Background: an optimization exercise with open tools, aiming at a short achievable clock period and few clock cycles. Do not read the settings as production practice. Function was checked by simulation only, so behaviour that the tests miss may differ from the original. Power is estimated from default activity; no workload was simulated.

==> design/flow/design.v <==
module ALU (
    input  wire signed [31:0] a,
    input  wire signed [31:0] b,
    input  wire        [ 3:0] op,
    output reg         [31:0] c,
    output reg                comp
);
  always @(*) begin
    case (op)
      'b0000:  c = a + b;
      'b0001:  c = a - b;
      'b0010:  c = a & b;
      'b0011:   c = a | b;
      'b0100:  c = a ^ b;
      'b0101:  c = a << b[4:0];
      'b0110:  c = a >> b[4:0];
      'b0111:  c = a >>> b[4:0];
      'b1100:  c = a < b;
      'b1101: c = $unsigned(a) < $unsigned(b);
      default:   c = 32'd0;
    endcase
  end
  always @(*) begin
    case (op)
      'b1000:  comp = a == b;
      'b1001:  comp = a != b;
      'b1010:  comp = a < b;
      'b1011:  comp = a >= b;
      'b1110: comp = $unsigned(a) < $unsigned(b);
      'b1111: comp = $unsigned(a) >= $unsigned(b);
      default:  comp = 1'b0;
    endcase
  end
endmodule
module Controller (
    input  wire [6:0] opcode,
    input  wire [2:0] funct3,
    input  wire [6:0] funct7,
    output reg  [1:0] npc_op,
    output reg        rf_we,
    output reg  [1:0] rf_wsel,
    output reg  [2:0] sext_op,
    output reg  [3:0] alu_op,
    output reg        alu_asel,
    output reg        alu_bsel,
    output reg        ram_we,
    output reg  [2:0] ram_r_op,
    output reg  [1:0] ram_w_op,
    output reg        rf_rf1,     
    output reg        rf_rf2      
);
  always @(*) begin
    case (opcode)
      7'b0110011, 7'b0010011, 7'b0000011, 7'b0100011, 7'b0110111, 7'b0010111: npc_op = 'b00;
      7'b1100111: npc_op = 'b01;
      7'b1101111: npc_op = 'b11;
      7'b1100011: npc_op = 'b10;
      default: npc_op = 'b00;
    endcase
  end
  always @(*) begin
    case (opcode)
      7'b0110011, 7'b0010011, 7'b0000011, 7'b1100111, 7'b0110111, 7'b1101111, 7'b0010111: rf_we = 1'b1;
      7'b0100011, 7'b1100011: rf_we = 1'b0;
      default: rf_we = 1'b0;
    endcase
  end
  always @(*) begin
    case (opcode)
      7'b0110011, 7'b0010011, 7'b0010111: rf_wsel = 'b00;
      7'b0000011: rf_wsel = 'b01;
      7'b1100111, 7'b1101111: rf_wsel = 'b10;
      7'b0110111: rf_wsel = 'b11;
      default: rf_wsel = 'b00;
    endcase
  end
  always @(*) begin
    case (opcode)
      7'b0010011, 7'b0000011, 7'b1100111: sext_op = 'b000;
      7'b0100011: sext_op = 'b001;
      7'b1100011: sext_op = 'b010;
      7'b0110111, 7'b0010111: sext_op = 'b011;
      7'b1101111: sext_op = 'b100;
      default: sext_op = 'b000;
    endcase
  end
  always @(*) begin
    case (opcode)
      7'b0110011: begin
        case (funct3)
          3'b000:  alu_op = (funct7[5]) ? 'b0001 : 'b0000;
          3'b111:  alu_op = 'b0010;
          3'b110:  alu_op = 'b0011;
          3'b100:  alu_op = 'b0100;
          3'b001:  alu_op = 'b0101;
          3'b101:  alu_op = (funct7[5]) ? 'b0111 : 'b0110;
          3'b010:  alu_op = 'b1100;
          3'b011:  alu_op = 'b1101;
          default: alu_op = 'b0000;
        endcase
      end
      7'b0010011: begin
        case (funct3)
          3'b000:  alu_op = 'b0000;
          3'b111:  alu_op = 'b0010;
          3'b110:  alu_op = 'b0011;
          3'b100:  alu_op = 'b0100;
          3'b001:  alu_op = 'b0101;
          3'b101:  alu_op = (funct7[5]) ? 'b0111 : 'b0110;
          3'b010:  alu_op = 'b1100;
          3'b011:  alu_op = 'b1101;
          default: alu_op = 'b0000;
        endcase
      end
      7'b0000011, 7'b1100111, 7'b0100011, 7'b0010111: begin
        alu_op = 'b0000;
      end
      7'b1100011: begin
        case (funct3)
          3'b000:  alu_op = 'b1000;
          3'b001:  alu_op = 'b1001;
          3'b100:  alu_op = 'b1010;
          3'b101:  alu_op = 'b1011;
          3'b110:  alu_op = 'b1110;
          3'b111:  alu_op = 'b1111;
          default: alu_op = 'b1000;
        endcase
      end
      default: alu_op = 'b0000;
    endcase
  end
  always @(*) begin
    case (opcode)
      7'b0010111: alu_asel = 'b1;
      default:   alu_asel = 'b0;
    endcase
  end
  always @(*) begin
    case (opcode)
      7'b0110011, 7'b1100011: alu_bsel = 'b0;
      7'b0010011, 7'b0000011, 7'b1100111, 7'b0100011, 7'b0010111: alu_bsel = 'b1;
      default: alu_bsel = 'b0;
    endcase
  end
  always @(*) begin
    case (opcode)
      7'b0100011:   ram_we = 1'b1;
      default: ram_we = 1'b0;
    endcase
  end
  always @(*) begin
    case (opcode)
      7'b0000011: begin
        case (funct3)
          3'b000:  ram_r_op = 'b000;
          3'b100:  ram_r_op = 'b001;
          3'b001:  ram_r_op = 'b010;
          3'b101:  ram_r_op = 'b011;
          3'b010:  ram_r_op = 'b100;
          default: ram_r_op = 'b100;
        endcase
      end
      default: ram_r_op = 'b100;
    endcase
  end
  always @(*) begin
    case (opcode)
      7'b0100011: begin
        case (funct3)
          3'b000:  ram_w_op = 'b00;
          3'b001:  ram_w_op = 'b01;
          3'b010:  ram_w_op = 'b10;
          default: ram_w_op = 'b10;
        endcase
      end
      default: ram_w_op = 'b10;
    endcase
  end
  always @(*) begin
    case (opcode)
      7'b0110011, 7'b0010011, 7'b0000011, 7'b1100111, 7'b0100011, 7'b1100011: rf_rf1 = 1'd1;
      7'b0110111, 7'b1101111, 7'b0010111: rf_rf1 = 1'd0;
      default: rf_rf1 = 1'd0;
    endcase
  end
  always @(*) begin
    case (opcode)
      7'b0110011, 7'b0100011, 7'b1100011: rf_rf2 = 1'b1;
      7'b0010011, 7'b0000011, 7'b1100111, 7'b0110111, 7'b1101111, 7'b0010111: rf_rf2 = 1'b0;
      default: rf_rf2 = 1'b0;
    endcase
  end
endmodule
module EX_MEM (
    input  wire        clk,
    input  wire        rst,
    input  wire        pipeline_stop,
    input  wire        id_mem_hazard,
    input  wire        ex_have_inst,
    input  wire [31:0] ex_pc,
    input  wire [31:0] ex_c,
    input  wire        ex_comp,
    input  wire [31:0] ex_ext,
    input  wire [31:0] ex_pc4,
    input  wire [31:0] ex_rD2,
    input  wire [ 1:0] ex_npc_op,
    input  wire        ex_ram_we,
    input  wire [ 2:0] ex_ram_r_op,
    input  wire [ 1:0] ex_ram_w_op,
    input  wire        ex_rf_we,
    input  wire [ 1:0] ex_rf_wsel,
    input  wire [ 4:0] ex_wR,
    output reg         mem_have_inst,
    output reg  [31:0] mem_pc,
    output reg  [31:0] mem_c,
    output reg  [31:0] mem_ext,
    output reg  [31:0] mem_pc4,
    output reg  [31:0] mem_rD2,
    output reg         mem_ram_we,
    output reg  [ 2:0] mem_ram_r_op,
    output reg  [ 1:0] mem_ram_w_op,
    output reg         mem_rf_we,
    output reg  [ 1:0] mem_rf_wsel,
    output reg  [ 4:0] mem_wR,
    output reg  [31:0] if_pc,
    output reg  [31:0] if_c,
    output reg         if_comp,
    output reg  [31:0] if_ext,
    output reg  [ 1:0] if_npc_op
);
  always @(posedge clk or posedge rst) begin
    if (rst) mem_have_inst <= 1'd0;
    else if (id_mem_hazard) mem_have_inst <= 1'd0;
    else mem_have_inst <= ex_have_inst;
  end
  always @(posedge clk or posedge rst) begin
    if (rst) mem_c <= 32'd0;
    else if (pipeline_stop) mem_c <= mem_c;
    else mem_c <= ex_c;
  end
  always @(posedge clk or posedge rst) begin
    if (rst) mem_ext <= 32'd0;
    else if (pipeline_stop) mem_ext <= mem_ext;
    else mem_ext <= ex_ext;
  end
  always @(posedge clk or posedge rst) begin
    if (rst) mem_pc <= 32'd0;
    else if (pipeline_stop) mem_pc <= mem_pc;
    else mem_pc <= ex_pc;
  end
  always @(posedge clk or posedge rst) begin
    if (rst) mem_pc4 <= 32'd0;
    else if (pipeline_stop) mem_pc4 <= mem_pc4;
    else mem_pc4 <= ex_pc4;
  end
  always @(posedge clk or posedge rst) begin
    if (rst) mem_rD2 <= 32'd0;
    else if (pipeline_stop) mem_rD2 <= mem_rD2;
    else mem_rD2 <= ex_rD2;
  end
  always @(posedge clk or posedge rst) begin
    if (rst) mem_ram_we <= 1'd0;
    else if (pipeline_stop) mem_ram_we <= mem_ram_we;
    else mem_ram_we <= ex_ram_we;
  end
  always @(posedge clk or posedge rst) begin
    if (rst) mem_ram_r_op <= 3'd0;
    else if (pipeline_stop) mem_ram_r_op <= ex_ram_r_op;
    else mem_ram_r_op <= ex_ram_r_op;
  end
  always @(posedge clk or posedge rst) begin
    if (rst) mem_ram_w_op <= 2'd0;
    else if (pipeline_stop) mem_ram_w_op <= ex_ram_w_op;
    else mem_ram_w_op <= ex_ram_w_op;
  end
  always @(posedge clk or posedge rst) begin
    if (rst) mem_rf_we <= 1'd0;
    else if (pipeline_stop) mem_rf_we <= mem_rf_we;
    else mem_rf_we <= ex_rf_we;
  end
  always @(posedge clk or posedge rst) begin
    if (rst) mem_rf_wsel <= 2'd0;
    else if (pipeline_stop) mem_rf_wsel <= mem_rf_wsel;
    else mem_rf_wsel <= ex_rf_wsel;
  end
  always @(posedge clk or posedge rst) begin
    if (rst) mem_wR <= 5'd0;
    else if (pipeline_stop) mem_wR <= mem_wR;
    else mem_wR <= ex_wR;
  end
  always @(posedge clk or posedge rst) begin
    if (rst) if_pc <= 32'd0;
    else if (pipeline_stop) if_pc <= if_pc;
    else if_pc <= ex_pc;
  end
  always @(posedge clk or posedge rst) begin
    if (rst) if_c <= 32'd0;
    else if (pipeline_stop) if_c <= if_c;
    else if_c <= ex_c;
  end
  always @(posedge clk or posedge rst) begin
    if (rst) if_comp <= 1'd0;
    else if (pipeline_stop) if_comp <= if_comp;
    else if_comp <= ex_comp;
  end
  always @(posedge clk or posedge rst) begin
    if (rst) if_ext <= 32'd0;
    else if (pipeline_stop) if_ext <= if_ext;
    else if_ext <= ex_ext;
  end
  always @(posedge clk or posedge rst) begin
    if (rst) if_npc_op <= 2'd0;
    else if (pipeline_stop) if_npc_op <= if_npc_op;
    else if_npc_op <= ex_npc_op;
  end
endmodule
module HazardDetection (
    input  wire        clk,
    input  wire        rst,
    input  wire [ 6:0] id_opcode,
    input  wire [ 4:0] id_rR1,
    input  wire [ 4:0] id_rR2,
    input  wire        id_rf_rf1,
    input  wire        id_rf_rf2,
    input  wire [ 6:0] ex_opcode,
    input  wire [ 4:0] ex_wR,
    input  wire        ex_rf_we,
    input  wire [ 1:0] ex_rf_wsel,
    input  wire [31:0] ex_c,
    input  wire [31:0] ex_ext,
    input  wire [31:0] ex_pc4,
    input  wire [ 4:0] mem_wR,
    input  wire        mem_rf_we,
    input  wire [ 1:0] mem_rf_wsel,
    input  wire [31:0] mem_c,
    input  wire [31:0] mem_ext,
    input  wire [31:0] mem_pc4,
    input  wire [31:0] mem_rdo,
    input  wire [ 4:0] wb_wR,
    input  wire        wb_rf_we,
    input  wire [ 1:0] wb_rf_wsel,
    input  wire [31:0] wb_c,
    input  wire [31:0] wb_ext,
    input  wire [31:0] wb_pc4,
    input  wire [31:0] wb_rdo,
    output reg  [31:0] forward_rD1,
    output reg  [31:0] forward_rD2,
    output wire        rs1_id_data_hazard,
    output wire        rs2_id_data_hazard,
    output wire        control_hazard_update_pc,
    output wire        id_ex_hazard,
    output wire        id_mem_hazard,
    output wire        id_wb_hazard,
    output wire        id_control_hazard,
    output wire        if_id_pipeline_stop,
    output wire        id_ex_pipeline_stop,
    output wire        ex_mem_pipeline_stop,
    output wire        mem_wb_pipeline_stop
);
  wire rs1_id_ex_hazard;
  wire rs2_id_ex_hazard;
  wire rs1_id_mem_hazard;
  wire rs2_id_mem_hazard;
  wire rs1_id_wb_hazard;
  wire rs2_id_wb_hazard;
  wire id_ex_ld_hazard;
  reg [3:0] data_hazard_cycle_cnt;
  reg [3:0] control_hazard_cycle_cnt;
  reg start;
  always @(posedge clk or posedge rst) begin
    if (rst) start <= 1'd0;
    else start <= 1'd1;
  end
  assign rs1_id_ex_hazard = (ex_wR == id_rR1) && ex_rf_we && id_rf_rf1 && ex_wR;
  assign rs2_id_ex_hazard = (ex_wR == id_rR2) && ex_rf_we && id_rf_rf2 && ex_wR;
  assign rs1_id_mem_hazard = (mem_wR == id_rR1) && mem_rf_we && id_rf_rf1 && mem_wR;
  assign rs2_id_mem_hazard = (mem_wR == id_rR2) && mem_rf_we && id_rf_rf2 && mem_wR;
  assign rs1_id_wb_hazard = (wb_wR == id_rR1) && wb_rf_we && id_rf_rf1 && wb_wR;
  assign rs2_id_wb_hazard = (wb_wR == id_rR2) && wb_rf_we && id_rf_rf2 && wb_wR;
  assign rs1_id_data_hazard = rs1_id_ex_hazard || rs1_id_mem_hazard || rs1_id_wb_hazard;
  assign rs2_id_data_hazard = rs2_id_ex_hazard || rs2_id_mem_hazard || rs2_id_wb_hazard;
  assign id_ex_ld_hazard = (rs1_id_ex_hazard || rs2_id_ex_hazard) && (ex_opcode == 7'b0000011) && (data_hazard_cycle_cnt < 4'd1);
  assign id_control_hazard = ((id_opcode == 7'b1100011) || (id_opcode == 7'b1101111) || (id_opcode == 7'b1100111))
                                && (control_hazard_cycle_cnt < 4'd3) && (!id_ex_ld_hazard) && (start);
  assign control_hazard_update_pc = control_hazard_cycle_cnt == 4'd2;
  assign id_ex_hazard = id_ex_ld_hazard;
  assign id_mem_hazard = 0;
  assign id_wb_hazard = 0;
  assign if_id_pipeline_stop = id_ex_hazard || id_mem_hazard || id_wb_hazard || id_control_hazard;  
  assign id_ex_pipeline_stop = id_ex_hazard || id_mem_hazard || id_wb_hazard;   
  assign ex_mem_pipeline_stop = id_mem_hazard || id_wb_hazard;   
  assign mem_wb_pipeline_stop = id_wb_hazard;   
  always @(posedge clk or posedge rst) begin
    if (rst) data_hazard_cycle_cnt <= 4'd0;
    else if (id_ex_ld_hazard) data_hazard_cycle_cnt <= data_hazard_cycle_cnt + 4'd1;
    else if (!id_control_hazard) data_hazard_cycle_cnt <= 4'd0;
  end
  always @(posedge clk or posedge rst) begin
    if (rst) control_hazard_cycle_cnt <= 4'd0;
    else if (id_control_hazard) control_hazard_cycle_cnt <= control_hazard_cycle_cnt + 4'd1;
    else control_hazard_cycle_cnt <= 4'd0;
  end
  always @(*) begin
    if (rs1_id_ex_hazard && (ex_opcode != 7'b0000011)) begin
      case (ex_rf_wsel)
        'b00: forward_rD1 = ex_c;
        'b10: forward_rD1 = ex_pc4;
        'b11: forward_rD1 = ex_ext;
        default: forward_rD1 = ex_c;
      endcase
    end else if (rs1_id_mem_hazard) begin
      case (mem_rf_wsel)
        'b00: forward_rD1 = mem_c;
        'b01: forward_rD1 = mem_rdo;
        'b10: forward_rD1 = mem_pc4;
        'b11: forward_rD1 = mem_ext;
        default: forward_rD1 = mem_c;
      endcase
    end else if (rs1_id_wb_hazard) begin
      case (wb_rf_wsel)
        'b00: forward_rD1 = wb_c;
        'b01: forward_rD1 = wb_rdo;
        'b10: forward_rD1 = wb_pc4;
        'b11: forward_rD1 = wb_ext;
        default: forward_rD1 = wb_c;
      endcase
    end else begin
      forward_rD1 = 32'd0;
    end
  end
  always @(*) begin
    if (rs2_id_ex_hazard && (ex_opcode != 7'b0000011)) begin
      case (ex_rf_wsel)
        'b00: forward_rD2 = ex_c;
        'b10: forward_rD2 = ex_pc4;
        'b11: forward_rD2 = ex_ext;
        default: forward_rD2 = ex_c;
      endcase
    end else if (rs2_id_mem_hazard) begin
      case (mem_rf_wsel)
        'b00: forward_rD2 = mem_c;
        'b01: forward_rD2 = mem_rdo;
        'b10: forward_rD2 = mem_pc4;
        'b11: forward_rD2 = mem_ext;
        default: forward_rD2 = mem_c;
      endcase
    end else if (rs2_id_wb_hazard) begin
      case (wb_rf_wsel)
        'b00: forward_rD2 = wb_c;
        'b01: forward_rD2 = wb_rdo;
        'b10: forward_rD2 = wb_pc4;
        'b11: forward_rD2 = wb_ext;
        default: forward_rD2 = wb_c;
      endcase
    end else begin
      forward_rD2 = 32'd0;
    end
  end
endmodule
module ID_EX (
    input  wire        clk,
    input  wire        rst,
    input  wire        pipeline_stop,
    input  wire        id_ex_hazard,
    input  wire        id_have_inst,
    input  wire [ 6:0] id_opcode,
    input  wire [31:0] id_ext,
    input  wire [31:0] id_pc,
    input  wire [31:0] id_pc4,
    input  wire [31:0] id_rD1,
    input  wire [31:0] id_rD2,
    input  wire [ 1:0] id_npc_op,
    input  wire        id_ram_we,
    input  wire [ 2:0] id_ram_r_op,
    input  wire [ 1:0] id_ram_w_op,
    input  wire [ 3:0] id_alu_op,
    input  wire        id_alu_asel,
    input  wire        id_alu_bsel,
    input  wire        id_rf_we,
    input  wire [ 1:0] id_rf_wsel,
    input  wire [ 4:0] id_wR,
    output reg         ex_have_inst,
    output reg  [ 6:0] ex_opcode,
    output reg  [31:0] ex_ext,
    output reg  [31:0] ex_pc,
    output reg  [31:0] ex_pc4,
    output reg  [31:0] ex_rD1,
    output reg  [31:0] ex_rD2,
    output reg  [ 1:0] ex_npc_op,
    output reg         ex_ram_we,
    output reg  [ 2:0] ex_ram_r_op,
    output reg  [ 1:0] ex_ram_w_op,
    output reg  [ 3:0] ex_alu_op,
    output reg         ex_alu_asel,
    output reg         ex_alu_bsel,
    output reg         ex_rf_we,
    output reg  [ 1:0] ex_rf_wsel,
    output reg  [ 4:0] ex_wR
);
  always @(posedge clk or posedge rst) begin
    if (rst) ex_have_inst <= 1'd0;
    else if (id_ex_hazard) ex_have_inst <= 1'd0;
    else ex_have_inst <= id_have_inst;
  end
  always @(posedge clk or posedge rst) begin
    if (rst) ex_opcode <= 7'd0;
    else if (pipeline_stop) ex_opcode <= ex_opcode;
    else ex_opcode <= id_opcode;
  end
  always @(posedge clk or posedge rst) begin
    if (rst) ex_ext <= 32'd0;
    else if (pipeline_stop) ex_ext <= ex_ext;
    else ex_ext <= id_ext;
  end
  always @(posedge clk or posedge rst) begin
    if (rst) ex_pc <= 32'd0;
    else if (pipeline_stop) ex_pc <= ex_pc;
    else ex_pc <= id_pc;
  end
  always @(posedge clk or posedge rst) begin
    if (rst) ex_pc4 <= 32'd0;
    else if (pipeline_stop) ex_pc4 <= ex_pc4;
    else ex_pc4 <= id_pc4;
  end
  always @(posedge clk or posedge rst) begin
    if (rst) ex_rD1 <= 32'd0;
    else if (pipeline_stop) ex_rD1 <= ex_rD1;
    else ex_rD1 <= id_rD1;
  end
  always @(posedge clk or posedge rst) begin
    if (rst) ex_rD2 <= 32'd0;
    else if (pipeline_stop) ex_rD2 <= ex_rD2;
    else ex_rD2 <= id_rD2;
  end
  always @(posedge clk or posedge rst) begin
    if (rst) ex_npc_op <= 2'd0;
    else if (pipeline_stop) ex_npc_op <= ex_npc_op;
    else ex_npc_op <= id_npc_op;
  end
  always @(posedge clk or posedge rst) begin
    if (rst) ex_ram_we <= 1'd0;
    else if (pipeline_stop) ex_ram_we <= ex_ram_we;
    else ex_ram_we <= id_ram_we;
  end
  always @(posedge clk or posedge rst) begin
    if (rst) ex_ram_r_op <= 3'd0;
    else if (pipeline_stop) ex_ram_r_op <= ex_ram_r_op;
    else ex_ram_r_op <= id_ram_r_op;
  end
  always @(posedge clk or posedge rst) begin
    if (rst) ex_ram_w_op <= 2'd0;
    else if (pipeline_stop) ex_ram_w_op <= ex_ram_w_op;
    else ex_ram_w_op <= id_ram_w_op;
  end
  always @(posedge clk or posedge rst) begin
    if (rst) ex_alu_op <= 4'd0;
    else if (pipeline_stop) ex_alu_op <= ex_alu_op;
    else ex_alu_op <= id_alu_op;
  end
  always @(posedge clk or posedge rst) begin
    if (rst) ex_alu_asel <= 1'd0;
    else if (pipeline_stop) ex_alu_asel <= ex_alu_asel;
    else ex_alu_asel <= id_alu_asel;
  end
  always @(posedge clk or posedge rst) begin
    if (rst) ex_alu_bsel <= 1'd0;
    else if (pipeline_stop) ex_alu_bsel <= ex_alu_bsel;
    else ex_alu_bsel <= id_alu_bsel;
  end
  always @(posedge clk or posedge rst) begin
    if (rst) ex_rf_we <= 1'd0;
    else if (pipeline_stop) ex_rf_we <= ex_rf_we;
    else ex_rf_we <= id_rf_we;
  end
  always @(posedge clk or posedge rst) begin
    if (rst) ex_rf_wsel <= 2'd0;
    else if (pipeline_stop) ex_rf_wsel <= ex_rf_wsel;
    else ex_rf_wsel <= id_rf_wsel;
  end
  always @(posedge clk or posedge rst) begin
    if (rst) ex_wR <= 5'd0;
    else if (pipeline_stop) ex_wR <= ex_wR;
    else ex_wR <= id_wR;
  end
endmodule
module IF_ID (
    input  wire        clk,
    input  wire        rst,
    input  wire        pipeline_stop,
    input  wire        control_hazard,
    input  wire [31:0] if_inst,
    input  wire [31:0] if_pc,
    input  wire [31:0] if_pc4,
    output reg         id_have_inst,
    output reg  [31:0] id_inst,
    output reg  [31:0] id_pc,
    output reg  [31:0] id_pc4
);
  always @(posedge clk or posedge rst) begin
    if (rst) id_have_inst <= 1'd0;
    else if (control_hazard) id_have_inst <= 1'd0;
    else id_have_inst <= 1'd1;
  end
  always @(posedge clk or posedge rst) begin
    if (rst) id_inst <= 32'd0;
    else if (pipeline_stop) id_inst <= id_inst;
    else id_inst <= if_inst;
  end
  always @(posedge clk or posedge rst) begin
    if (rst) id_pc <= 32'd0;
    else if (pipeline_stop) id_pc <= id_pc;
    else id_pc <= if_pc;
  end
  always @(posedge clk or posedge rst) begin
    if (rst) id_pc4 <= 32'd0;
    else if (pipeline_stop) id_pc4 <= id_pc4;
    else id_pc4 <= if_pc4;
  end
endmodule
module MEM_WB (
    input  wire        clk,
    input  wire        rst,
    input  wire        pipeline_stop,
    input  wire        id_wb_hazard,
    input  wire        mem_have_inst,
    input  wire [31:0] mem_c,
    input  wire [31:0] mem_ext,
    input  wire [31:0] mem_pc,
    input  wire [31:0] mem_pc4,
    input  wire [31:0] mem_rdo,
    input  wire        mem_rf_we,
    input  wire [ 1:0] mem_rf_wsel,
    input  wire [ 4:0] mem_wR,
    output reg         wb_have_inst,
    output reg  [31:0] wb_pc,
    output reg  [31:0] wb_c,
    output reg  [31:0] wb_ext,
    output reg  [31:0] wb_pc4,
    output reg  [31:0] wb_rdo,
    output reg         wb_rf_we,
    output reg  [ 1:0] wb_rf_wsel,
    output reg  [ 4:0] wb_wR
);
  always @(posedge clk or posedge rst) begin
    if (rst) wb_have_inst <= 1'd0;
    else if (id_wb_hazard) wb_have_inst <= 1'd0;
    else wb_have_inst <= mem_have_inst;
  end
  always @(posedge clk or posedge rst) begin
    if (rst) wb_pc <= 32'd0;
    else if (pipeline_stop) wb_pc <= wb_pc;
    else wb_pc <= mem_pc;
  end
  always @(posedge clk or posedge rst) begin
    if (rst) wb_c <= 32'd0;
    else if (pipeline_stop) wb_c <= wb_c;
    else wb_c <= mem_c;
  end
  always @(posedge clk or posedge rst) begin
    if (rst) wb_ext <= 32'd0;
    else if (pipeline_stop) wb_ext <= wb_ext;
    else wb_ext <= mem_ext;
  end
  always @(posedge clk or posedge rst) begin
    if (rst) wb_pc4 <= 32'd0;
    else if (pipeline_stop) wb_pc4 <= wb_pc4;
    else wb_pc4 <= mem_pc4;
  end
  always @(posedge clk or posedge rst) begin
    if (rst) wb_rdo <= 32'd0;
    else if (pipeline_stop) wb_rdo <= wb_rdo;
    else wb_rdo <= mem_rdo;
  end
  always @(posedge clk or posedge rst) begin
    if (rst) wb_rf_we <= 1'd0;
    else if (pipeline_stop) wb_rf_we <= wb_rf_we;
    else wb_rf_we <= mem_rf_we;
  end
  always @(posedge clk or posedge rst) begin
    if (rst) wb_rf_wsel <= 2'd0;
    else if (pipeline_stop) wb_rf_wsel <= wb_rf_wsel;
    else wb_rf_wsel <= mem_rf_wsel;
  end
  always @(posedge clk or posedge rst) begin
    if (rst) wb_wR <= 5'd0;
    else if (pipeline_stop) wb_wR <= wb_wR;
    else wb_wR <= mem_wR;
  end
endmodule
module MUX (
    input wire [ 1:0] rf_wsel,
    input wire [31:0] rf_wD_npc_pc4,
    input wire [31:0] rf_wD_sext_ext,
    input wire [31:0] rf_wD_alu_c,
    input wire [31:0] rf_wD_dram_rdo,
    input wire        alu_asel,
    input wire [31:0] alu_a_rf_rD1,
    input wire [31:0] alu_a_pc_pc,
    input wire        alu_bsel,
    input wire [31:0] alu_b_rf_rD2,
    input wire [31:0] alu_b_sext_ext,
    output reg [31:0] rf_wD,
    output reg [31:0] alu_a,
    output reg [31:0] alu_b
);
  always @(*) begin
    case (rf_wsel)
      'b00: rf_wD = rf_wD_alu_c;
      'b01: rf_wD = rf_wD_dram_rdo;
      'b10: rf_wD = rf_wD_npc_pc4;
      'b11: rf_wD = rf_wD_sext_ext;
      default: rf_wD = 32'd0;
    endcase
  end
  always @(*) begin
    case (alu_asel)
      'b0: alu_a = alu_a_rf_rD1;
      'b1: alu_a = alu_a_pc_pc;
      default: alu_a = 32'd0;
    endcase
  end
  always @(*) begin
    case (alu_bsel)
      'b0: alu_b = alu_b_rf_rD2;
      'b1: alu_b = alu_b_sext_ext;
      default: alu_b = 32'd0;
    endcase
  end
endmodule
module NPC (
    input  wire [31:0] if_pc,
    input  wire        control_hazard_update_pc,
    input  wire        pipeline_stop,
    input  wire [31:0] pc,
    input  wire [31:0] offset,
    input  wire        br,
    input  wire [31:0] next,
    input  wire [ 1:0] op,
    output reg  [31:0] npc,
    output wire [31:0] pc4
);
  assign pc4 = pc + 32'd4;
  always @(*) begin
    if (control_hazard_update_pc) begin
      case (op)
        'b00: npc = if_pc + 32'd4;
        'b01: npc = next;
        'b10: npc = br ? if_pc + offset : if_pc + 32'd4;
        'b11: npc = if_pc + offset;
        default:  npc = if_pc + 32'd4;
      endcase
    end else if (pipeline_stop) begin
      npc = pc;
    end else begin
      npc = pc + 32'd4;
    end
  end
endmodule
module PC (
    input  wire        rst,
    input  wire        clk,
    input  wire [31:0] din,
    output reg  [31:0] pc
);
  always @(posedge clk or posedge rst) begin
    if (rst) pc <= 0;
    else pc <= din;
  end
endmodule
module RAM (
    input  wire [31:0] Bus_rdata,
    input  wire [31:0] Bus_addr,
    input  wire [31:0] wdin,
    input  wire [ 2:0] r_op,
    input  wire [ 1:0] w_op,
    output reg  [31:0] Bus_wdata,
    output reg  [31:0] rdo
);
  wire [1:0] low_addr;
  assign low_addr = Bus_addr[1:0];
  always @(*) begin
    case (r_op)
      'b000: begin
        case (low_addr)
          2'b00:   rdo = {{24{Bus_rdata[7]}}, Bus_rdata[7:0]};
          2'b01:   rdo = {{24{Bus_rdata[15]}}, Bus_rdata[15:8]};
          2'b10:   rdo = {{24{Bus_rdata[23]}}, Bus_rdata[23:16]};
          2'b11:   rdo = {{24{Bus_rdata[31]}}, Bus_rdata[31:24]};
          default: rdo = {{24{Bus_rdata[7]}}, Bus_rdata[7:0]};
        endcase
      end
      'b001: begin
        case (low_addr)
          2'b00:   rdo = {24'd0, Bus_rdata[7:0]};
          2'b01:   rdo = {24'd0, Bus_rdata[15:8]};
          2'b10:   rdo = {24'd0, Bus_rdata[23:16]};
          2'b11:   rdo = {24'd0, Bus_rdata[31:24]};
          default: rdo = {24'd0, Bus_rdata[7:0]};
        endcase
      end
      'b010: begin
        case (low_addr[1])
          1'b0: rdo = {{16{Bus_rdata[15]}}, Bus_rdata[15:0]};
          1'b1: rdo = {{16{Bus_rdata[31]}}, Bus_rdata[31:16]};
          default: rdo = {{16{Bus_rdata[15]}}, Bus_rdata[15:0]};
        endcase
      end
      'b011: begin
        case (low_addr[1])
          1'b0: rdo = {16'd0, Bus_rdata[15:0]};
          1'b1: rdo = {16'd0, Bus_rdata[31:16]};
          default: rdo = {16'd0, Bus_rdata[15:0]};
        endcase
      end
      'b100: rdo = Bus_rdata;
      default:  rdo = Bus_rdata;
    endcase
  end
  always @(*) begin
    case (w_op)
      'b00: begin
        case (low_addr)
          2'b00:   Bus_wdata = {Bus_rdata[31:8], wdin[7:0]};
          2'b01:   Bus_wdata = {Bus_rdata[31:16], wdin[7:0], Bus_rdata[7:0]};
          2'b10:   Bus_wdata = {Bus_rdata[31:24], wdin[7:0], Bus_rdata[15:0]};
          2'b11:   Bus_wdata = {wdin[7:0], Bus_rdata[23:0]};
          default: Bus_wdata = {Bus_rdata[31:8], wdin[7:0]};
        endcase
      end
      'b01: begin
        case (low_addr[1])
          1'b0: Bus_wdata = {Bus_rdata[31:16], wdin[15:0]};
          1'b1: Bus_wdata = {wdin[15:0], Bus_rdata[15:0]};
          default: Bus_wdata = {Bus_rdata[31:16], wdin[15:0]};
        endcase
      end
      'b10: Bus_wdata = wdin;
      default:  Bus_wdata = wdin;
    endcase
  end
endmodule
module RF (
    input  wire        rst,
    input  wire        clk,
    input  wire [ 4:0] rR1,
    input  wire [ 4:0] rR2,
    input  wire [31:0] forward_rD1,
    input  wire [31:0] forward_rD2,
    input  wire        rs1_id_data_hazard,
    input  wire        rs2_id_data_hazard,
    input  wire [ 4:0] wR,
    input  wire        we,
    input  wire [31:0] wD,
    output wire [31:0] rD1,
    output wire [31:0] rD2
);
  reg [31:0] rf[0:31];
  assign rD1 = rs1_id_data_hazard ? forward_rD1 : rf[rR1];
  assign rD2 = rs2_id_data_hazard ? forward_rD2 : rf[rR2];
  integer i;
  always @(posedge clk or posedge rst) begin
    if (rst) begin
      for (i = 0; i < 32; i = i + 1) begin
        rf[i] <= 32'd0;
      end
    end else if (we && (wR != 5'd0)) begin
      rf[wR] <= wD;
    end
  end
endmodule
module SEXT (
    input  wire [ 2:0] op,
    input  wire [24:0] din,
    output reg  [31:0] ext
);
  always @(*) begin
    case (op)
      'b000:  ext = {{20{din[24]}}, din[24:13]};
      'b001:  ext = {{20{din[24]}}, din[24:18], din[4:0]};
      'b010:  ext = {{20{din[24]}}, din[0], din[23:18], din[4:1], 1'b0};
      'b011:  ext = {din[24:5], 12'd0};
      'b100:  ext = {{12{din[24]}}, din[12:5], din[13], din[23:14], 1'b0};
      default: ext = 32'd0;
    endcase
  end
endmodule
`timescale 1ns / 1ps
module myCPU (
    input wire cpu_rst,
    input wire cpu_clk,
    output wire [13:0] inst_addr,
    input  wire [31:0] inst,
    output wire [31:0] Bus_addr,
    input  wire [31:0] Bus_rdata,
    output wire        Bus_wen,
    output wire [31:0] Bus_wdata
    , 
    (*mark_debug = "true"*) output wire        debug_wb_have_inst,
    (*mark_debug = "true"*) output wire [31:0] debug_wb_pc,
    (*mark_debug = "true"*) output             debug_wb_ena,
    (*mark_debug = "true"*) output wire [ 4:0] debug_wb_reg,
    (*mark_debug = "true"*) output wire [31:0] debug_wb_value
);
  wire [31:0] pc;
  wire [31:0] npc_npc;
  wire [31:0] if_inst;
  wire [31:0] if_pc;
  wire [31:0] if_pc4;
  wire        id_ex_hazard;
  wire        id_mem_hazard;
  wire        id_wb_hazard;
  wire        id_control_hazard;
  wire        id_have_inst;
  wire [31:0] id_inst;
  wire [ 6:0] id_opcode;
  wire [31:0] id_pc;
  wire [31:0] id_pc4;
  wire [31:0] id_ext;
  wire [31:0] id_rD1;
  wire [31:0] id_rD2;
  wire [ 1:0] id_npc_op;
  wire [ 2:0] id_sext_op;
  wire        id_ram_we;
  wire [ 2:0] id_ram_r_op;
  wire [ 1:0] id_ram_w_op;
  wire [ 3:0] id_alu_op;
  wire        id_alu_asel;
  wire        id_alu_bsel;
  wire        id_rf_rf1;
  wire        id_rf_rf2;
  wire        id_rf_we;
  wire [ 1:0] id_rf_wsel;
  wire [ 4:0] id_rR1;
  wire [ 4:0] id_rR2;
  wire [ 4:0] id_wR;
  wire        ex_have_inst;
  wire [ 6:0] ex_opcode;
  wire [31:0] ex_a;
  wire [31:0] ex_b;
  wire [31:0] ex_c;
  wire        ex_comp;
  wire [31:0] ex_ext;
  wire [31:0] ex_pc;
  wire [31:0] ex_pc4;
  wire [31:0] ex_rD1;
  wire [31:0] ex_rD2;
  wire [ 1:0] ex_npc_op;
  wire        ex_ram_we;
  wire [ 2:0] ex_ram_r_op;
  wire [ 1:0] ex_ram_w_op;
  wire [ 3:0] ex_alu_op;
  wire        ex_alu_asel;
  wire        ex_alu_bsel;
  wire        ex_rf_we;
  wire [ 1:0] ex_rf_wsel;
  wire [ 4:0] ex_wR;
  wire        mem_have_inst;
  wire [31:0] mem_c;
  wire [31:0] mem_ext;
  wire [31:0] mem_pc;
  wire [31:0] mem_pc4;
  wire [31:0] mem_rD2;
  wire [31:0] mem_rdo;
  wire [31:0] mem_addr;
  wire [31:0] mem_rdata;
  wire [31:0] mem_wdata;
  wire        mem_ram_we;
  wire [ 2:0] mem_ram_r_op;
  wire [ 1:0] mem_ram_w_op;
  wire        mem_rf_we;
  wire [ 1:0] mem_rf_wsel;
  wire [ 4:0] mem_wR;
  wire [31:0] if_c;
  wire        if_comp;
  wire [31:0] if_ext;
  wire [ 1:0] if_npc_op;
  (*mark_debug = "true"*) wire        wb_have_inst;
  (*mark_debug = "true"*) wire [31:0] wb_pc;
  wire [31:0] wb_c;
  wire [31:0] wb_ext;
  wire [31:0] wb_pc4;
  wire [31:0] wb_rdo;
  (*mark_debug = "true"*) wire [31:0] wb_wD;
  wire        wb_rf_we;
  wire [ 1:0] wb_rf_wsel;
  (*mark_debug = "true"*) wire [ 4:0] wb_wR;
  wire [31:0] forward_rD1;
  wire [31:0] forward_rD2;
  wire        rs1_id_data_hazard;
  wire        rs2_id_data_hazard;
  wire        if_id_pipeline_stop;
  wire        id_ex_pipeline_stop;
  wire        ex_mem_pipeline_stop;
  wire        mem_wb_pipeline_stop;
  wire        control_hazard_update_pc;
  assign if_inst = inst;
  assign id_opcode = id_inst[6:0];
  assign id_rR1 = id_inst[19:15];
  assign id_rR2 = id_inst[24:20];
  assign id_wR = id_inst[11:7];
  assign inst_addr = pc[15:2];
  assign Bus_wdata = mem_wdata;
  assign mem_rdata = Bus_rdata;
  assign mem_addr = mem_c;
  assign Bus_wen = mem_ram_we;
  assign Bus_addr = mem_addr;
  NPC U_NPC (
      .if_pc                   (if_pc),
      .control_hazard_update_pc(control_hazard_update_pc),
      .pipeline_stop           (if_id_pipeline_stop),
      .pc                      (pc),
      .offset                  (if_ext),
      .br                      (if_comp),
      .next                    (if_c),
      .op                      (if_npc_op),
      .npc                     (npc_npc),
      .pc4                     (if_pc4)
  );
  PC U_PC (
      .rst(cpu_rst),
      .clk(cpu_clk),
      .din(npc_npc),
      .pc (pc)
  );
  SEXT U_SEXT (
      .op (id_sext_op),
      .din(id_inst[31:7]),
      .ext(id_ext)
  );
  ALU U_ALU (
      .a   (ex_a),
      .b   (ex_b),
      .op  (ex_alu_op),
      .c   (ex_c),
      .comp(ex_comp)
  );
  RAM U_RAM (
      .Bus_rdata(mem_rdata),
      .Bus_addr (mem_addr),
      .wdin     (mem_rD2),
      .r_op     (mem_ram_r_op),
      .w_op     (mem_ram_w_op),
      .Bus_wdata(mem_wdata),
      .rdo      (mem_rdo)
  );
  Controller U_Controller (
      .opcode  (id_inst[6:0]),
      .funct3  (id_inst[14:12]),
      .funct7  (id_inst[31:25]),
      .npc_op  (id_npc_op),
      .rf_we   (id_rf_we),
      .rf_wsel (id_rf_wsel),
      .sext_op (id_sext_op),
      .alu_op  (id_alu_op),
      .alu_asel(id_alu_asel),
      .alu_bsel(id_alu_bsel),
      .ram_we  (id_ram_we),
      .ram_r_op(id_ram_r_op),
      .ram_w_op(id_ram_w_op),
      .rf_rf1  (id_rf_rf1),
      .rf_rf2  (id_rf_rf2)
  );
  RF U_RF (
      .rst               (cpu_rst),
      .clk               (cpu_clk),
      .rR1               (id_rR1),
      .rR2               (id_rR2),
      .forward_rD1       (forward_rD1),
      .forward_rD2       (forward_rD2),
      .rs1_id_data_hazard(rs1_id_data_hazard),
      .rs2_id_data_hazard(rs2_id_data_hazard),
      .wR                (wb_wR),
      .we                (wb_rf_we),
      .wD                (wb_wD),
      .rD1               (id_rD1),
      .rD2               (id_rD2)
  );
  MUX U_MUX (
      .rf_wsel       (wb_rf_wsel),
      .rf_wD_npc_pc4 (wb_pc4),
      .rf_wD_sext_ext(wb_ext),
      .rf_wD_alu_c   (wb_c),
      .rf_wD_dram_rdo(wb_rdo),
      .alu_asel      (ex_alu_asel),
      .alu_a_rf_rD1  (ex_rD1),
      .alu_a_pc_pc   (ex_pc),
      .alu_bsel      (ex_alu_bsel),
      .alu_b_rf_rD2  (ex_rD2),
      .alu_b_sext_ext(ex_ext),
      .rf_wD         (wb_wD),
      .alu_a         (ex_a),
      .alu_b         (ex_b)
  );
  IF_ID U_IF_ID (
      .clk           (cpu_clk),
      .rst           (cpu_rst),
      .pipeline_stop (if_id_pipeline_stop),
      .control_hazard(id_control_hazard),
      .if_inst       (if_inst),
      .if_pc         (pc),
      .if_pc4        (if_pc4),
      .id_have_inst  (id_have_inst),
      .id_inst       (id_inst),
      .id_pc         (id_pc),
      .id_pc4        (id_pc4)
  );
  ID_EX U_ID_EX (
      .clk          (cpu_clk),
      .rst          (cpu_rst),
      .pipeline_stop(id_ex_pipeline_stop),
      .id_ex_hazard (id_ex_hazard),
      .id_have_inst (id_have_inst),
      .id_opcode    (id_opcode),
      .id_ext       (id_ext),
      .id_pc        (id_pc),
      .id_pc4       (id_pc4),
      .id_rD1       (id_rD1),
      .id_rD2       (id_rD2),
      .id_npc_op    (id_npc_op),
      .id_ram_we    (id_ram_we),
      .id_ram_r_op  (id_ram_r_op),
      .id_ram_w_op  (id_ram_w_op),
      .id_alu_op    (id_alu_op),
      .id_alu_asel  (id_alu_asel),
      .id_alu_bsel  (id_alu_bsel),
      .id_rf_we     (id_rf_we),
      .id_rf_wsel   (id_rf_wsel),
      .id_wR        (id_wR),
      .ex_have_inst (ex_have_inst),
      .ex_opcode    (ex_opcode),
      .ex_ext       (ex_ext),
      .ex_pc        (ex_pc),
      .ex_pc4       (ex_pc4),
      .ex_rD1       (ex_rD1),
      .ex_rD2       (ex_rD2),
      .ex_npc_op    (ex_npc_op),
      .ex_ram_we    (ex_ram_we),
      .ex_ram_r_op  (ex_ram_r_op),
      .ex_ram_w_op  (ex_ram_w_op),
      .ex_alu_op    (ex_alu_op),
      .ex_alu_asel  (ex_alu_asel),
      .ex_alu_bsel  (ex_alu_bsel),
      .ex_rf_we     (ex_rf_we),
      .ex_rf_wsel   (ex_rf_wsel),
      .ex_wR        (ex_wR)
  );
  EX_MEM U_EX_MEM (
      .clk          (cpu_clk),
      .rst          (cpu_rst),
      .pipeline_stop(ex_mem_pipeline_stop),
      .id_mem_hazard(id_mem_hazard),
      .ex_have_inst (ex_have_inst),
      .ex_pc        (ex_pc),
      .ex_c         (ex_c),
      .ex_comp      (ex_comp),
      .ex_ext       (ex_ext),
      .ex_pc4       (ex_pc4),
      .ex_rD2       (ex_rD2),
      .ex_npc_op    (ex_npc_op),
      .ex_ram_we    (ex_ram_we),
      .ex_ram_r_op  (ex_ram_r_op),
      .ex_ram_w_op  (ex_ram_w_op),
      .ex_rf_we     (ex_rf_we),
      .ex_rf_wsel   (ex_rf_wsel),
      .ex_wR        (ex_wR),
      .mem_have_inst(mem_have_inst),
      .mem_pc       (mem_pc),
      .mem_c        (mem_c),
      .mem_ext      (mem_ext),
      .mem_pc4      (mem_pc4),
      .mem_rD2      (mem_rD2),
      .mem_ram_we   (mem_ram_we),
      .mem_ram_r_op (mem_ram_r_op),
      .mem_ram_w_op (mem_ram_w_op),
      .mem_rf_we    (mem_rf_we),
      .mem_rf_wsel  (mem_rf_wsel),
      .mem_wR       (mem_wR),
      .if_pc        (if_pc),
      .if_c         (if_c),
      .if_comp      (if_comp),
      .if_ext       (if_ext),
      .if_npc_op    (if_npc_op)
  );
  MEM_WB U_MEM_WB (
      .clk          (cpu_clk),
      .rst          (cpu_rst),
      .pipeline_stop(mem_wb_pipeline_stop),
      .id_wb_hazard (id_wb_hazard),
      .mem_have_inst(mem_have_inst),
      .mem_pc       (mem_pc),
      .mem_c        (mem_c),
      .mem_ext      (mem_ext),
      .mem_pc4      (mem_pc4),
      .mem_rdo      (mem_rdo),
      .mem_rf_we    (mem_rf_we),
      .mem_rf_wsel  (mem_rf_wsel),
      .mem_wR       (mem_wR),
      .wb_have_inst (wb_have_inst),
      .wb_pc        (wb_pc),
      .wb_c         (wb_c),
      .wb_ext       (wb_ext),
      .wb_pc4       (wb_pc4),
      .wb_rdo       (wb_rdo),
      .wb_rf_we     (wb_rf_we),
      .wb_rf_wsel   (wb_rf_wsel),
      .wb_wR        (wb_wR)
  );
  HazardDetection U_HazardDetection (
      .clk                     (cpu_clk),
      .rst                     (cpu_rst),
      .id_opcode               (id_opcode),
      .id_rR1                  (id_rR1),
      .id_rR2                  (id_rR2),
      .id_rf_rf1               (id_rf_rf1),
      .id_rf_rf2               (id_rf_rf2),
      .ex_opcode               (ex_opcode),
      .ex_wR                   (ex_wR),
      .ex_rf_we                (ex_rf_we),
      .ex_rf_wsel              (ex_rf_wsel),
      .ex_c                    (ex_c),
      .ex_ext                  (ex_ext),
      .ex_pc4                  (ex_pc4),
      .mem_wR                  (mem_wR),
      .mem_rf_we               (mem_rf_we),
      .mem_rf_wsel             (mem_rf_wsel),
      .mem_c                   (mem_c),
      .mem_rdo                 (mem_rdo),
      .mem_ext                 (mem_ext),
      .mem_pc4                 (mem_pc4),
      .wb_wR                   (wb_wR),
      .wb_rf_we                (wb_rf_we),
      .wb_rf_wsel              (wb_rf_wsel),
      .wb_c                    (wb_c),
      .wb_rdo                  (wb_rdo),
      .wb_ext                  (wb_ext),
      .wb_pc4                  (wb_pc4),
      .forward_rD1             (forward_rD1),
      .forward_rD2             (forward_rD2),
      .rs1_id_data_hazard      (rs1_id_data_hazard),
      .rs2_id_data_hazard      (rs2_id_data_hazard),
      .control_hazard_update_pc(control_hazard_update_pc),
      .id_ex_hazard            (id_ex_hazard),
      .id_mem_hazard           (id_mem_hazard),
      .id_wb_hazard            (id_wb_hazard),
      .id_control_hazard       (id_control_hazard),
      .if_id_pipeline_stop     (if_id_pipeline_stop),
      .id_ex_pipeline_stop     (id_ex_pipeline_stop),
      .ex_mem_pipeline_stop    (ex_mem_pipeline_stop),
      .mem_wb_pipeline_stop    (mem_wb_pipeline_stop)
  );
  assign debug_wb_have_inst = wb_have_inst;
  assign debug_wb_pc        = wb_pc;
  assign debug_wb_ena       = wb_rf_we;
  assign debug_wb_reg       = wb_wR;
  assign debug_wb_value     = wb_wD;
endmodule
==> design/flow/run.sh <==
#!/bin/bash
# synth_recipe.tcl (not shown) runs the flow's synth.tcl, then flattens the netlist and writes it again
# the make line also repeats each setting of config.mk as NAME=value (left out here)
make -C /OpenROAD-flow-scripts/flow DESIGN_CONFIG=/design/flow/config.mk WORK_HOME=/design/flow/orfs CLKGATE_MAP_FILE= SYNTH_SCRIPT=/design/flow/synth_recipe.tcl finish
==> design/flow/config.mk <==
export PLATFORM = sky130hd
export DESIGN_NAME = myCPU
export DESIGN_NICKNAME = myCPU
export VERILOG_FILES = /design/flow/design.v
export SDC_FILE = /design/flow/constraint.sdc
export NUM_CORES = 8
export LEC_CHECK = 0
export CAP_MARGIN = 20
export CORE_MARGIN = 2
export CORE_UTILIZATION = 40
export SLEW_MARGIN = 20
==> design/flow/constraint.sdc <==
create_clock -name core_clock -period 8.0 [get_ports {cpu_clk}]
set_input_delay 1.6000 -clock core_clock [delete_from_list [all_inputs] [get_ports {cpu_clk}]]
set_output_delay 1.6000 -clock core_clock [all_outputs]
set_load 0.01 [all_outputs]
==> results.cfg <==
[synthesis]
async_flop_share_pct = 100
synth-edff-count = 0
synth_area_um2 = 88600
synth_area_per_cell_um2 = 8.93
synthFlopType = dfrtp_1
yosysTopAreaCell = dfrtp_1
synth.yosys.seq_area_share_pct = 47.7
ys_warn_count = 14
yosysTopAreaCellShare_pct = 47.7
synth_seq_cells = 1691
ys_types = 97
syn_inst = 9922
synth_area_leaders = dfrtp_1, nand2_1, a22oi_1

[pwr]
p_leak_nw = 44.5
total_power_mw = 21.4
power_frac_seq_pct = 44.8
clock_power_share_pct = 41.5
p_int_mw = 14.8
p_comb_share_pct = 13.6
p_per_area_nw_per_um2 = 212
p_sw_share_pct = 30.8
p_sw_mw = 6.59
vdd_drop_max_v = 0.000232

[drt]
vias = 87900
wirelength_um = 503000
drc = 0
drtIter0Drc = 15800
ant_nets = 0
wl_per_cell_um = 39.1
drt-vias-per-instance = 6.82
first_pass_iters = 13

[placement]
placed_area_um2 = 94400
io_buffer_count = 215
gp_congestion = 1.06
hpwl_um = 330000

[hold_path]
hold_end = U_MEM_WB.wb_have_inst
hold_start = U_EX_MEM.mem_have_inst
hp-class = flop to flop
hold_path_depth = 0

[global_route]
grt.busiest_layer = met1
grt_max_degree = 163
grt_pass1_wl_um = 683000
grt_pass1_vias = 81900
grt-ovfl-total = 0
grt_use_total_pct = 43.7
use_met3_pct = 18.4
use_met1_pct = 58.4
grt_antenna_before_repair = 62
use_met2_pct = 57.4

[setup_path]
reg2reg_from = U_ID_EX.ex_alu_bsel
reg2regPathDepth = 13
worstPathArrival_ps = 4630
worstSetupPathType = flop to output port
required_ps = 6400
start_kind = flop
critPathMaxFanout = 39
timing.rr.end = U_ID_EX.ex_rD2[31]
cp-end-kind = output port
r2r_slack_ps = 1930

[final_layout]
layout-drive-gt1-share_pct = 9.75
fin_nets = 9950
area_growth_pct = 13.8
final_area_um2 = 101000
finalCoreUtilization_pct = 45.9

[clock_tree]
cts.clk_slew.worst_paths_ps = 60
htreeDepth = 4
clock_path_buffers = 3
cts_resized = 0
cts_tree = built
cts_buffers = 183
cts_sinks = 1691
postCtsSetupRepairBufs = 0
clock_latency_ps = 910
clockRootBuffer = clkbuf_16
hold_buffers = 0

[timing]
fin_setup_tns_ps = 0
whs_ps = 359
relSlewSlack_pct = 9.11
setup_viol = 0
worst_clock_skew_ps = 66.3
slew_violations = 0
rsz0062_at_grt = no
fmax_mhz = 161
min_period_over_period_pct = 77.8
worstMarginPinSlew_ps = 1360
min_period_ps = 6230
hold_violations = 0

[floorplanning]
core_um2 = 220000
dieArea_um2 = 225000
ioPinCount = 216
rows = 172
start_util_pct = 40.3
die_w_um = 475
die_h_um = 475

[status]
status = timing/DRC/antenna clean

[run]
cap_violations = 0
==> worst max-delay path by stage <==
| stage | startpoint | to | slack (ps) |
|---|---|---|---|
| 2_1_floorplan | cpu_rst | U_EX_MEM.if_c[0] | -17040 |
| 3_3_place_gp | U_ID_EX.ex_alu_bsel | U_ID_EX.ex_rD2[27] | 2010 |
| 3_5_place_dp | U_ID_EX.ex_alu_bsel | U_ID_EX.ex_rD2[31] | 2170 |
| 4_1_cts | U_MEM_WB.wb_rf_wsel[0] | debug_wb_value[5] | 1810 |
| 5_1_grt | U_MEM_WB.wb_rf_wsel[0] | debug_wb_value[5] | 1750 |
| 6_report | U_MEM_WB.wb_rf_wsel[0] | debug_wb_value[5] | 1770 |
==> critical path, stage by stage (launching register included) <==
cell             delay, ps
dfrtp_4                880
buf_4                  540
mux2_2                 420
o21ai_4                840
inv_1                  370
clkdlybuf4s50_1        640
==> cells in the mapped netlist, types with 13 or more instances <==
library cell / n
o2111ai_1: 15
nand2_1: 2196
a211oi_1: 59
a22o_1: 21
o22ai_1: 34
a31oi_1: 43
ha_1: 136
o21ai_1: 33
a21oi_1: 397
a222oi_1: 29
xor2_1: 73
buf_2: 44
or3_1: 23
a22oi_1: 971
nand4_1: 101
xnor2_1: 75
dfrtp_1: 1691
a221o_1: 28
and3_1: 26
nor4_1: 82
mux2_2: 77
buf_1: 69
and2_1: 23
mux2i_1: 239
inv_1: 162
nor2_1: 385
o21ai_0: 1282
mux2i_2: 18
nor2b_1: 28
mux4_2: 54
o211ai_1: 83
clkbuf_1: 737
o31ai_1: 29
buf_4: 20
nand3_1: 114
nand2b_1: 19
nor3_1: 137
o21bai_1: 14
a221oi_1: 47
o221ai_1: 28
or2_2: 15
o21a_1: 23
a21o_1: 39
nor3b_1: 13
==> stage by stage <==
| stage | worst slack [ps] | std cells |
|---|---|---|
| floorplan | -17040 | 9923 |
| finish | 1770 | 12900 |
| CTS | 1810 | 12800 |
| detailed placement | 2170 | 12500 |
| global route | 1750 | 12900 |
| global placement | 2010 | 12500 |
==> per-layer routing <==
| layer | up-vias | wire length (um) |
|---|---|---|
| met5 | - | 457 |
| met2 | 7600 | 193000 |
| li1 | 35200 | - |
| met4 | 48 | 39300 |
| met1 | 43000 | 193000 |
| met3 | 1990 | 77500 |
==> placed cells by master (no fill, tap or decap), types with 34 or more instances in the layout <==
cell / instances
nor2_1: 317
nor3_1: 134
mux2i_1: 237
xnor2_1: 75
dfrtp_1: 1683
nor4_1: 77
inv_1: 160
xor2_1: 73
o22ai_1: 34
nand2_1: 2177
ha_1: 136
a21o_1: 39
clkbuf_8: 42
o211ai_1: 83
mux4_2: 54
clkdlybuf4s50_1: 215
o21ai_0: 1248
nand4_1: 101
nand3_1: 105
a21oi_1: 395
buf_4: 283
a211oi_1: 59
a221oi_1: 46
mux2_2: 77
a31oi_1: 43
clkbuf_16: 187
clkbuf_1: 42
nor2_4: 65
a22oi_1: 971
==> layout make-up <==
cell class / count / area [um^2]
fill: 21300 / 119000
sequential: 1691 / 42300
inverter: 172 / 652
clock inverter: 63 / 782
antenna: 32 / 80.1
timing repair buffer: 516 / 4670
tap: 2958 / 3700
clock buffer: 271 / 5420
multi-input combinational: 7181 / 43200
==> logic make-up (layout without fill, tap and decap cells) <==
family	count (synthesis)	count (layout)	share of synthesized area [%]
xor+xnor	148	148	1.46
flops	1691	1691	47.7
mux	397	397	5.55
simple gates	3211	3211	15.2
compound gates	3283	3283	23.4
fa+ha+maj	139	139	1.99
buf+inv	1051	1022	4.68
other cells	2	35	0.00847
==> state kept, by name, summed over array words and instances, names as in the netlist, 7 cells and up <==
| register | count |
|---|---|
| U_RF.rf | 1024 |
| U_EX_MEM.if_c | 32 |
| U_EX_MEM.if_ext | 32 |
| U_EX_MEM.mem_pc | 32 |
| U_EX_MEM.mem_rD2 | 32 |
| U_ID_EX.ex_ext | 32 |
| U_ID_EX.ex_pc4 | 32 |
| U_ID_EX.ex_rD1 | 32 |
| U_ID_EX.ex_rD2 | 32 |
| U_IF_ID.id_inst | 32 |
| U_IF_ID.id_pc | 32 |
| U_MEM_WB.wb_c | 32 |
| U_MEM_WB.wb_ext | 32 |
| U_MEM_WB.wb_pc4 | 32 |
| U_MEM_WB.wb_rdo | 32 |
| U_PC.pc | 32 |
| U_EX_MEM.mem_pc4 | 30 |
| U_ID_EX.ex_pc | 30 |
| U_IF_ID.id_pc4 | 30 |
| U_MEM_WB.wb_pc | 30 |
| U_ID_EX.ex_opcode | 7 |
==> power by group through the flow <==
stage / combinational [mW] / clock, mW / sequential (mW)
floorplan: 1.51 / 0 / 9.43
global placement: 2.78 / 0 / 9.71
detailed placement: 2.80 / 0 / 9.72
CTS: 2.81 / 8.88 / 9.57
global route: 3.03 / 9.22 / 9.63
finish: 2.92 / 8.89 / 9.61
Testbench counts, summed over its fixed seeds: cycles 130,781.

[port drivers added, routing unchanged]
The flow's constraints put no driver on any port. The routed layout listed below was extracted and timed again, unchanged, in two steps. Step 1 sets driving cells, clkbuf_16 on the clock port and buf_2 on the other inputs (assumed; they add their load-dependent delay and slew). Step 2, shift: input delay + t, output delay - t, t = (earliest + latest rising clock arrival at the registers) / 2. This alone moves slack from input paths to output paths. Slacks: ideal / step 1 / step 2; pairs: ideal / step 1.
t, ns: 0.966
setup WS [ns]: 1.774 / 1.685 / 1.929
worst setup path after step 2: register to register
latest minus earliest clock arrival (ns): 0.069 / 0.069
pins driven straight from the clock port: 1
After both steps setup and hold are still met in this run. For this run, drivers alone change the setup slack by -0.089 ns; drivers and shift together by +0.155 ns.
